This is an optimization exercise on Yosys and OpenROAD, whose aim is small area and a short achievable clock period, not a production implementation.
No functional check of the RTL was part of any run shown here.
No activity file was given, so power comes from the tool's default toggle rates.

==> flow/design.v (outline; a module is shown in full before it is edited, if it fits) <==
// module PID: 38 lines
// module SegwayMath: 1071 lines
// module fa_cell: 4 lines
// module balance_cntrl: 23 lines
module balance_cntrl
# (parameter fast_sim=1)
(
input clk, rst_n,
input vld, pwr_up, rider_off,
input logic signed [15:0] ptch,
input logic signed [15:0] ptch_rt,
input logic [11:0] steer_pot,
input logic en_steer,
output logic signed [11:0] lft_spd,
output logic signed [11:0] rght_spd,
output logic too_fast
);
  // ...
==> flow/flow/run.sh <==
#!/bin/bash
# Layout flow: the standard synthesis, then an inverter clean-up around the
# full-adder cells (polarity.py) and a re-map of the remaining gates
# (remap.tcl, ABC area script), then the standard layout steps with plain
# buf_1 port buffers and a setup-repair target of MARGIN ns.
set -euo pipefail
MARGIN=9.5
R=orfs/results/sky130hd/balance_cntrl/base
bash standard.sh  synth > 1_standard_synth.log 2>&1
cp $R/1_2_yosys.v std_1_2_yosys.v
python3 flow/polarity.py std_1_2_yosys.v pol.v > 2_polarity.log 2>&1
export REMAP_LIB=$FLOW_HOME/platforms/sky130hd/lib/sky130_fd_sc_hd__tt_025C_1v80.lib
export REMAP_DONT_USE="$(sed -n '/DONT_USE_CELLS += /,/^$/p' $FLOW_HOME/platforms/sky130hd/config.mk | grep -o 'sky130_fd_sc_hd__[a-z0-9_]*' | tr '\n' ' ')"
STA=$(dirname $(command -v openroad))/sta
best=""; bestm=""
for s in flow/abc_*.script; do
  k=$(basename $s .script)
  REMAP_IN=pol.v REMAP_OUT=remap_$k.v REMAP_ABC_SCRIPT=$s yosys -c flow/remap.tcl > 3_remap_$k.log 2>&1 || continue
  PICK_NET=remap_$k.v PICK_LIB=$REMAP_LIB PICK_SDC=constraint.sdc $STA -no_init -exit flow/pick.tcl > 3_pick_$k.log 2>&1 || continue
  line=$(grep '^PICK' 3_pick_$k.log) || continue
  m=$(echo "$line" | awk '{print $3 * (37.5 - $5 * 1e9)}')
  echo "$k $line metric $m" >> 3_pick_summary.log
  if [ -z "$bestm" ] || awk "BEGIN {exit !($m < $bestm)}"; then best=$k; bestm=$m; fi
done
echo "chosen $best" >> 3_pick_summary.log
cp remap_$best.v remap.v
cp remap.v $R/1_2_yosys.v
rm -f $R/1_synth.odb $R/1_synth.sdc
ARGS=( "BUFFER_PORTS_ARGS=-buffer_cell sky130_fd_sc_hd__buf_1")
LATE=0
if [ "$LATE" = "1" ]; then
  # floorplan (and its first sizing pass) without the setup-repair target
  bash standard.sh "${ARGS[@]}" floorplan > 4_standard_floorplan.log 2>&1
fi
if [ "$MARGIN" != "none" ]; then
  ARGS+=("SETUP_SLACK_MARGIN=$MARGIN")
fi
bash standard.sh "${ARGS[@]}" finish > 4_standard_finish.log 2>&1
==> flow/flow/abc_a.script <==
strash
dch
map -B 0.9
topo
stime -c
buffer -c
upsize -c
dnsize -c
==> flow/flow/abc_b.script <==
strash
dc2
dch -f
map -a
strash
dch -f
map -a
topo
buffer -c
upsize -c
dnsize -c
==> flow/flow/abc_c.script <==
strash
&get -n
&fraig -x
&put
scorr
dc2
dretime
strash
&get -n
&dch -f
&nf -a
&put
buffer -c
upsize -c
dnsize -c
==> flow/flow/abc_e.script <==
strash
dc2
dch -f
map -a
strash
dc2
dch -f
map -a
strash
dch -f
map -a
topo
buffer -c
upsize -c
dnsize -c
==> flow/flow/abc_f.script <==
strash
&get -n
&dch -f
&nf -a
&put
strash
dch -f
map -a
topo
buffer -c
upsize -c
dnsize -c
==> flow/flow/pick.tcl <==
# Report area and worst setup slack of a candidate netlist (no wires).
# env: PICK_NET, PICK_LIB, PICK_SDC
read_liberty $::env(PICK_LIB)
read_verilog $::env(PICK_NET)
link_design balance_cntrl
read_sdc $::env(PICK_SDC)
set area 0.0
foreach inst [get_cells *] {
  set area [expr {$area + [get_property [get_lib_cells -of_objects $inst] area]}]
}
puts "PICK area $area slack [sta::worst_slack_cmd max]"
==> flow/flow/polarity.py <==
#!/usr/bin/env python3
"""Inverter clean-up around full adders in a flat sky130 gate netlist.

A full adder is self-dual: FA(~a, ~b, ~c) = (~sum, ~cout).  Each fa cell may
therefore run in inverted polarity.  This pass picks a polarity per fa cell
that needs the fewest inverters, removes the design's free inverters and adds
back one inverter per net whose complement some pin still needs.
Usage: polarity.py in.v out.v"""
import re, sys, collections

src = open(sys.argv[1]).read()
INV = re.compile(r'sky130_fd_sc_hd__(inv|clkinv)_\d+$')
FA = re.compile(r'sky130_fd_sc_hd__fa_\d+$')
OUTP = {'X', 'Y', 'Q', 'Q_N', 'SUM', 'COUT', 'HI', 'LO'}

m = re.search(r'\bmodule\s+(\w+)\s*\((.*?)\);(.*)\bendmodule', src, re.S)
top, portlist, body = m.group(1), m.group(2), m.group(3)
stmts = [s.strip() for s in body.split(';')]
cells = []      # [typ, name, {pin: net}]
other = []      # non-cell statements, kept verbatim
cre = re.compile(r'^(sky130_fd_sc_hd__\w+)\s+(\S+)\s*\((.*)\)$', re.S)
for s in stmts:
    if not s:
        continue
    mm = cre.match(s)
    if mm:
        pins = {p: n.strip() for p, n in re.findall(r'\.(\w+)\(([^()]*)\)', mm.group(3))}
        cells.append([mm.group(1), mm.group(2), pins])
    else:
        other.append(s)

# nets used by non-cell statements (assigns, ports) stay fixed
fixed_nets = set()
for s in other:
    if s.startswith('assign'):
        for tok in re.findall(r'\\\S+|[A-Za-z_][\w$]*(?:\[\d+\])?', s[len('assign'):]):
            fixed_nets.add(tok)
ports = set()
for s in other:
    mm = re.match(r'^(input|output|inout)\s*(\[(\d+):(\d+)\])?\s*(.*)$', s, re.S)
    if mm:
        names = [x.strip() for x in mm.group(5).split(',')]
        for n in names:
            if mm.group(2):
                a, b = int(mm.group(3)), int(mm.group(4))
                for i in range(min(a, b), max(a, b) + 1):
                    ports.add('%s[%d]' % (n, i))
            ports.add(n)
fixed_nets |= ports

driver = {}
for c in cells:
    for p, n in c[2].items():
        if p in OUTP:
            driver[n] = c

def is_free_inv(c):
    return INV.match(c[0]) and c[2]['Y'] not in fixed_nets

def root(n):
    par = 0
    seen = 0
    while n in driver and is_free_inv(driver[n]) and seen < 100:
        n = driver[n][2]['A']
        par ^= 1
        seen += 1
    return n, par

fas = [c for c in cells if FA.match(c[0])]
fa_idx = {c[1]: i for i, c in enumerate(fas)}
out_of = {}    # net -> fa index (physical driver)
for i, c in enumerate(fas):
    out_of[c[2]['SUM']] = i
    out_of[c[2]['COUT']] = i

# consumers: (cell, pin, root, parity, fa_index or None)
cons = []
for c in cells:
    if is_free_inv(c):
        continue
    for p, n in c[2].items():
        if p in OUTP:
            continue
        r, k = root(n)
        cons.append((c, p, r, k, fa_idx.get(c[1]) if FA.match(c[0]) else None))

f = [0] * len(fas)
def need(ci):
    c, p, r, k, w = cons[ci]
    ph = f[out_of[r]] if r in out_of else 0
    return k ^ ph ^ (f[w] if w is not None else 0)

by_root = collections.defaultdict(list)
for i, cc in enumerate(cons):
    by_root[cc[2]].append(i)
touch = collections.defaultdict(set)
for i, cc in enumerate(cons):
    if cc[4] is not None:
        touch[cc[4]].add(cc[2])
for i, c in enumerate(fas):
    touch[i].add(c[2]['SUM'])
    touch[i].add(c[2]['COUT'])

def cost_root(r):
    return 1 if any(need(i) for i in by_root[r]) else 0

def total():
    return sum(cost_root(r) for r in by_root)

before = total()
improved = True
it = 0
while improved and it < 50:
    improved = False
    it += 1
    for i in range(len(fas)):
        rs = touch[i]
        c0 = sum(cost_root(r) for r in rs)
        f[i] ^= 1
        c1 = sum(cost_root(r) for r in rs)
        if c1 < c0:
            improved = True
        else:
            f[i] ^= 1
after = total()

# rebuild
new_cells = [c for c in cells if not is_free_inv(c)]
old_inv = len(cells) - len(new_cells)
inv_net = {}
extra = []
wires = []
k = 0
for i, cc in enumerate(cons):
    c, p, r, par, w = cc
    if need(i):
        if r not in inv_net:
            k += 1
            nn = 'polinv_%d' % k
            inv_net[r] = nn
            wires.append(nn)
            extra.append(['sky130_fd_sc_hd__inv_1', 'polinv_cell_%d' % k, {'A': r, 'Y': nn}])
        c[2][p] = inv_net[r]
    else:
        c[2][p] = r

def emit(c):
    pins = ',\n'.join('    .%s(%s)' % (p, n + (' ' if n.startswith('\\') else '')) for p, n in c[2].items())
    return '  %s %s (\n%s\n  );' % (c[0], c[1], pins)

out = ['module %s(%s);' % (top, portlist)]
for s in other:
    out.append('  ' + s + ' ;')
for w_ in wires:
    out.append('  wire %s;' % w_)
for c in new_cells + extra:
    out.append(emit(c))
out.append('endmodule')
head = src[:m.start()]
open(sys.argv[2], 'w').write(head + '\n'.join(out) + '\n')
sys.stderr.write('polarity: %d fa cells, %d flipped, inverters %d -> %d (cost %d -> %d)\n'
                 % (len(fas), sum(f), old_inv, len(extra), before, after))
==> flow/flow/remap.tcl <==
# Re-map the random logic around the kept adder cells and flip-flops.
# env: REMAP_IN, REMAP_OUT, REMAP_LIB, REMAP_ABC_SCRIPT, REMAP_DONT_USE
yosys -import
set L $::env(REMAP_LIB)
read_liberty -ignore_miss_func -ignore_buses $L
read_verilog -defer $::env(REMAP_IN)
hierarchy -top balance_cntrl
foreach c {fa_1 fa_2 fa_4 dfrtp_1 dfrtp_2 dfrtp_4 dfxtp_1 conb_1} {
  catch { blackbox sky130_fd_sc_hd__$c }
}
flatten
opt_clean -purge
techmap
opt -fast
set dont_use {}
foreach c $::env(REMAP_DONT_USE) { lappend dont_use -dont_use $c }
abc -script $::env(REMAP_ABC_SCRIPT) -liberty $L {*}$dont_use
opt_clean -purge

stat -liberty $L
write_verilog -noattr -noexpr -nohex -nodec -selected $::env(REMAP_OUT)
==> flow/standard.sh <==
#!/bin/bash
# synth_recipe.tcl (not shown) runs the flow's synth.tcl, then flattens the netlist and writes it again
# the make line also repeats each setting of config.mk as NAME=value (left out here)
make -C /OpenROAD-flow-scripts/flow DESIGN_CONFIG=/design/flow/config.mk WORK_HOME=/design/flow/orfs CLKGATE_MAP_FILE= SYNTH_SCRIPT=/design/flow/synth_recipe.tcl "${@:-finish}"
==> flow/config.mk <==
export PLATFORM = sky130hd
export DESIGN_NAME = balance_cntrl
export DESIGN_NICKNAME = balance_cntrl
export VERILOG_FILES = /design/flow/design.v
export SDC_FILE = /design/flow/constraint.sdc
export NUM_CORES = 4
export LEC_CHECK = 0
export ABC_AREA = 1
export CAP_MARGIN = 20
export CORE_MARGIN = 2
export CORE_UTILIZATION = 70
export SLEW_MARGIN = 20
==> flow/constraint.sdc <==
create_clock -name core_clock -period 35.0 [get_ports {clk}]
set_input_delay 7.0000 -clock core_clock [delete_from_list [all_inputs] [get_ports {clk}]]
set_output_delay 7.0000 -clock core_clock [all_outputs]
set_load 0.01 [all_outputs]
==> flow_summary.ini, run 1 <==
[status]
status = no timing/DRC/antenna violations

[grt]
grt_max_degree = 38
grt-busiest-layer = met2

[layout]
largest_cell_class = multi-input combinational cells
final_common_cell = inv_1
final_cell_area_um2 = 8678
largest-register = PID_balance.integrator
seq_area_um2 = 925.9
nClkBuffers = 5

[critical_path]
cpMostUsedCell = nand2_1
critical_path_class = input port to primary output
cp-start-kind = input port
cp_num_buf_inv = 14
worstPathRequired_ps = 28000
critPathTopFamily = simple AND/OR/NAND/NOR gates
startpoint = ptch[11]

[detailed_routing]
drt_wl_total_um = 19210
route.vias.total = 7710
wl_met3_um = 1526
wl_per_cell_um = 13.99

[die]
taps = 140
chipHeight_um = 110.4

[timing]
layout_setup_ws_ps = 10300
setup_violations = 0
clock_skew_ps = 4.298
relSlewSlack = 0.3260

[clock_tree]
root_buffer = clkbuf_16
clk_pin_slew_worst_paths_ps = 60

[pwr]
p_leak_nw = 4.113
top_power_group = combinational cells
p_clk_frac = 0.074
p_int_uw = 233.7
swShare = 0.6268
clk-power_uw = 46.4

[yosys]
syn_nets = 1319
postSynthAreaPerCell_um2 = 6.847
yosys_warnings = 1

[hold_path]
min_path_type = flop to flop

[place]
pre_cts_ws_ps = 9498
place_hpwl_um = 15320
portBuffers = 68
==> run 2, diff against run 1 <==
--- a/flow/flow/run.sh
+++ b/flow/flow/run.sh
@@ -4,7 +4,7 @@
 # (remap.tcl, ABC area script), then the standard layout steps with plain
 # buf_1 port buffers and a setup-repair target of MARGIN ns.
 set -euo pipefail
-MARGIN=9.5
+MARGIN=10.5
 R=orfs/results/sky130hd/balance_cntrl/base
 bash standard.sh  synth > 1_standard_synth.log 2>&1
 cp $R/1_2_yosys.v std_1_2_yosys.v
==> run 2 against run 1 <==
Still clean on timing, DRC and antenna. Highest routed layer unchanged. Global-route usage is 0.49 points higher. Worst setup slack worse by 160 ps. Clock power is 3% higher. Utilization is 11 points higher. Largest cell class unchanged. Die area stayed put. Fmax is 0.64% lower.
==> flow_summary.ini, run 2 <==
[die]
core-area_um2 = 10940
chipHeight_um = 110.4
design.die.area_um2 = 12190
pin_count = 75
start_util = 0.7251
die_w_um = 110.4
rows = 38

[pwr]
irDropWorstVdd_mv = 0.1452
p_leak_nw = 4.600
swShare = 0.5827
seqPwrFrac = 0.057
switchingPower_uw = 532.2
power_density_nw_per_um2 = 92.52
p_clk_frac = 0.052
combPwrFrac = 0.891
p_int_uw = 381.1

[yosys]
netlist_area_um2 = 7929
postSynthAreaPerCell_um2 = 6.847
yosys_warnings = 1
syn_nets = 1319
syn_inst = 1158

[critical_path]
critical_path_class = input port to primary output
cp-end-kind = primary output
path_max_fanout = 7
cpMostUsedCell = inv_2
cp-start-kind = input port
cpPeakStageDelay_ps = 560
worstPathRequired_ps = 28000
slowest_stage = fa_1
critical_path_arrival_ps = 17860

[clock_tree]
cts_made_buffers = 5
clk_path_buf_depth = 2
htreeDepth = 2
insertion_delay_ps = 300
cts.sinks = 37
cts_hold_buf = 0
clk_pin_slew_worst_paths_ps = 60
root_buffer = clkbuf_16
cts_tree = done

[timing]
fin_crit_sh = 0.7104
fmax_ghz = 0.04022
finalSetupTns_ps = 0
min_period_ps = 24860
drv_slew = 0
hold_viol_final = 0
setup_violations = 0
clock_skew_ps = 8.383
rsz0062_at_grt = yes
tightestPinTransition_ps = 1057
relSlewSlack = 0.2926

[grt]
antenna_found_initial = 0
grt_pass1_wl_um = 33020
grt_pass1_vias = 7469
overflow = 0
grt_use_total = 0.3256
grt_max_degree = 38

[layout]
top_regs = PID_balance.integrator x18, PID_balance.pre x11, PID_balance.ss_tmr x8
nets = 1452
fillers = 516
largest-register = PID_balance.integrator
largest_reg_flops = 18
drive_gt1_frac = 0.2593
antenna_cells = 0
syn_to_final_growth_pct = 24.49
final_cell_area_um2 = 9871
final_common_cell = inv_1
layout_common_cells = inv_1, nand2_1, nor2_1, fa_1, buf_4

[hold_path]
min_path_type = flop to flop

[detailed_routing]
route.vias.total = 9047
drt_wl_total_um = 26920
drtIter0Drc = 1622
wl_per_cell_um = 18.80
drc = 0
drtAntennaViolNets = 0
viasPerCell = 6.318
dr.pass1.iters = 8

[flow_run]
maxCapViolations = 0

[place]
place.gp.congestion = 0.9658
place_hpwl_um = 15320
dpl-instance-area_um2 = 8341
portBuffers = 68

[status]
status = no timing/DRC/antenna violations
## run 2: power by group through the flow
stage          Combinational, mW  Sequential (mW)  Clock [mW]
6_report                   0.813           0.0522      0.0476
5_1_grt                    0.851           0.0525      0.0489
4_1_cts                    0.510           0.0518      0.0465
3_5_place_dp               0.474           0.0526           0
3_3_place_gp               0.463           0.0524           0
2_1_floorplan              0.370           0.0515           0
## run 2: through the flow
step                setup slack, ps  utilization  power (mW)  hold slack (ps)  std cells
floorplan                     11200            -      0.4220            455.8       1158
global placement               9691       0.7627      0.5158            475.2       1359
detailed placement             9498       0.7627      0.5261            494.6       1359
CTS                           10530       0.7895      0.6082            505.8       1372
global route                   9771       0.9026      0.9529            533.6       1432
finish                        10140       0.9026      0.9132            517.0       1432
## run 2: routing by layer
| metal | wire length, um | up-vias | global-route usage |
|---|---|---|---|
| met5 | 0 | - | 0 |
| met4 | 1558 | 0 | 0.09417 |
| met3 | 3211 | 232 | 0.05982 |
| met2 | 12800 | 772 | 0.5231 |
| met1 | 9352 | 4198 | 0.4560 |
| li1 | - | 3845 | - |
## run 2: critical path, delay by kind of cell
family          cells  cell delay [ps]
buf+inv            18             1890
xor+xnor            4              710
simple gates       34             3950
fa+ha+maj           6             3130
compound gates      7             1190
## run 2: final timing paths
kind                                                             from                                endpoint  slack, ps  depth (start not counted)
worst max-delay path                                         ptch[12]                             rght_spd[1]      10140                         69
worst min-delay path                     PID_balance.pre[4]$_DFF_PN0_            PID_balance.pre[5]$_DFF_PN0_        520                          2
worst max register to register  PID_balance.integrator[0]$_DFFE_PN0P_   PID_balance.integrator[7]$_DFFE_PN0P_      26930                         32
worst min register to register           PID_balance.pre[4]$_DFF_PN0_            PID_balance.pre[5]$_DFF_PN0_        520                          2
max in group asynchronous                                       rst_n           PID_balance.pre[10]$_DFF_PN0_      27530                          1
min in group asynchronous                                       rst_n  PID_balance.integrator[15]$_DFFE_PN0P_       6860                          1
## run 2: final cells by class
class	instances	area, um^2	area share
Multi-Input combinational cell	877	6879	0.6969
Sequential cell	37	925.9	0.09380
Inverter	235	917.1	0.09291
Timing Repair Buffer	135	827.0	0.08379
Tap cell	140	175.2	0.01775
Clock buffer	5	125.1	0.01268
Clock inverter	3	21.27	0.002155
## run 2: what timing repair did
| action | 4_1_cts | 5_1_grt |
|---|---|---|
| gates resized for setup | 37 | 266 |
| pin swaps | 3 | 85 |
| setup buffers | 5 | 60 |
| setup endpoints to repair | 25 | 25 |

==> port drivers added, routing unchanged <==
How much do the figures lean on ideal ports? The routed layouts below were timed once more, with nothing changed but the port constraints.
Step 1 (the two cells are an assumption about what drives the block):
set clk [get_ports {clk}]
set_driving_cell -lib_cell sky130_fd_sc_hd__clkbuf_16 $clk
set_driving_cell -lib_cell sky130_fd_sc_hd__buf_2 [delete_from_list [all_inputs] $clk]
Step 2 moves the port delays by t, midway between the first and last clock arrival at a register: inputs arrive t later, outputs are due t later. That takes back most of the time a late clock gives input paths.
a / b / c = ideal ports / drivers / drivers and shift; a / b = the first two.
| run | t, ns | slack for setup (ns) | cell pins on the clock port's net |
|---|---|---|---|
| run 1 | 0.325 | 10.298 / 10.277 / 10.277 | 1 |
| run 2 | 0.331 | 10.138 / 10.099 / 10.099 | 1 |
After both steps every run listed still meets setup and hold. For run 2, which loses most, drivers alone change the setup slack by -0.039 ns; drivers and shift together by -0.039 ns.
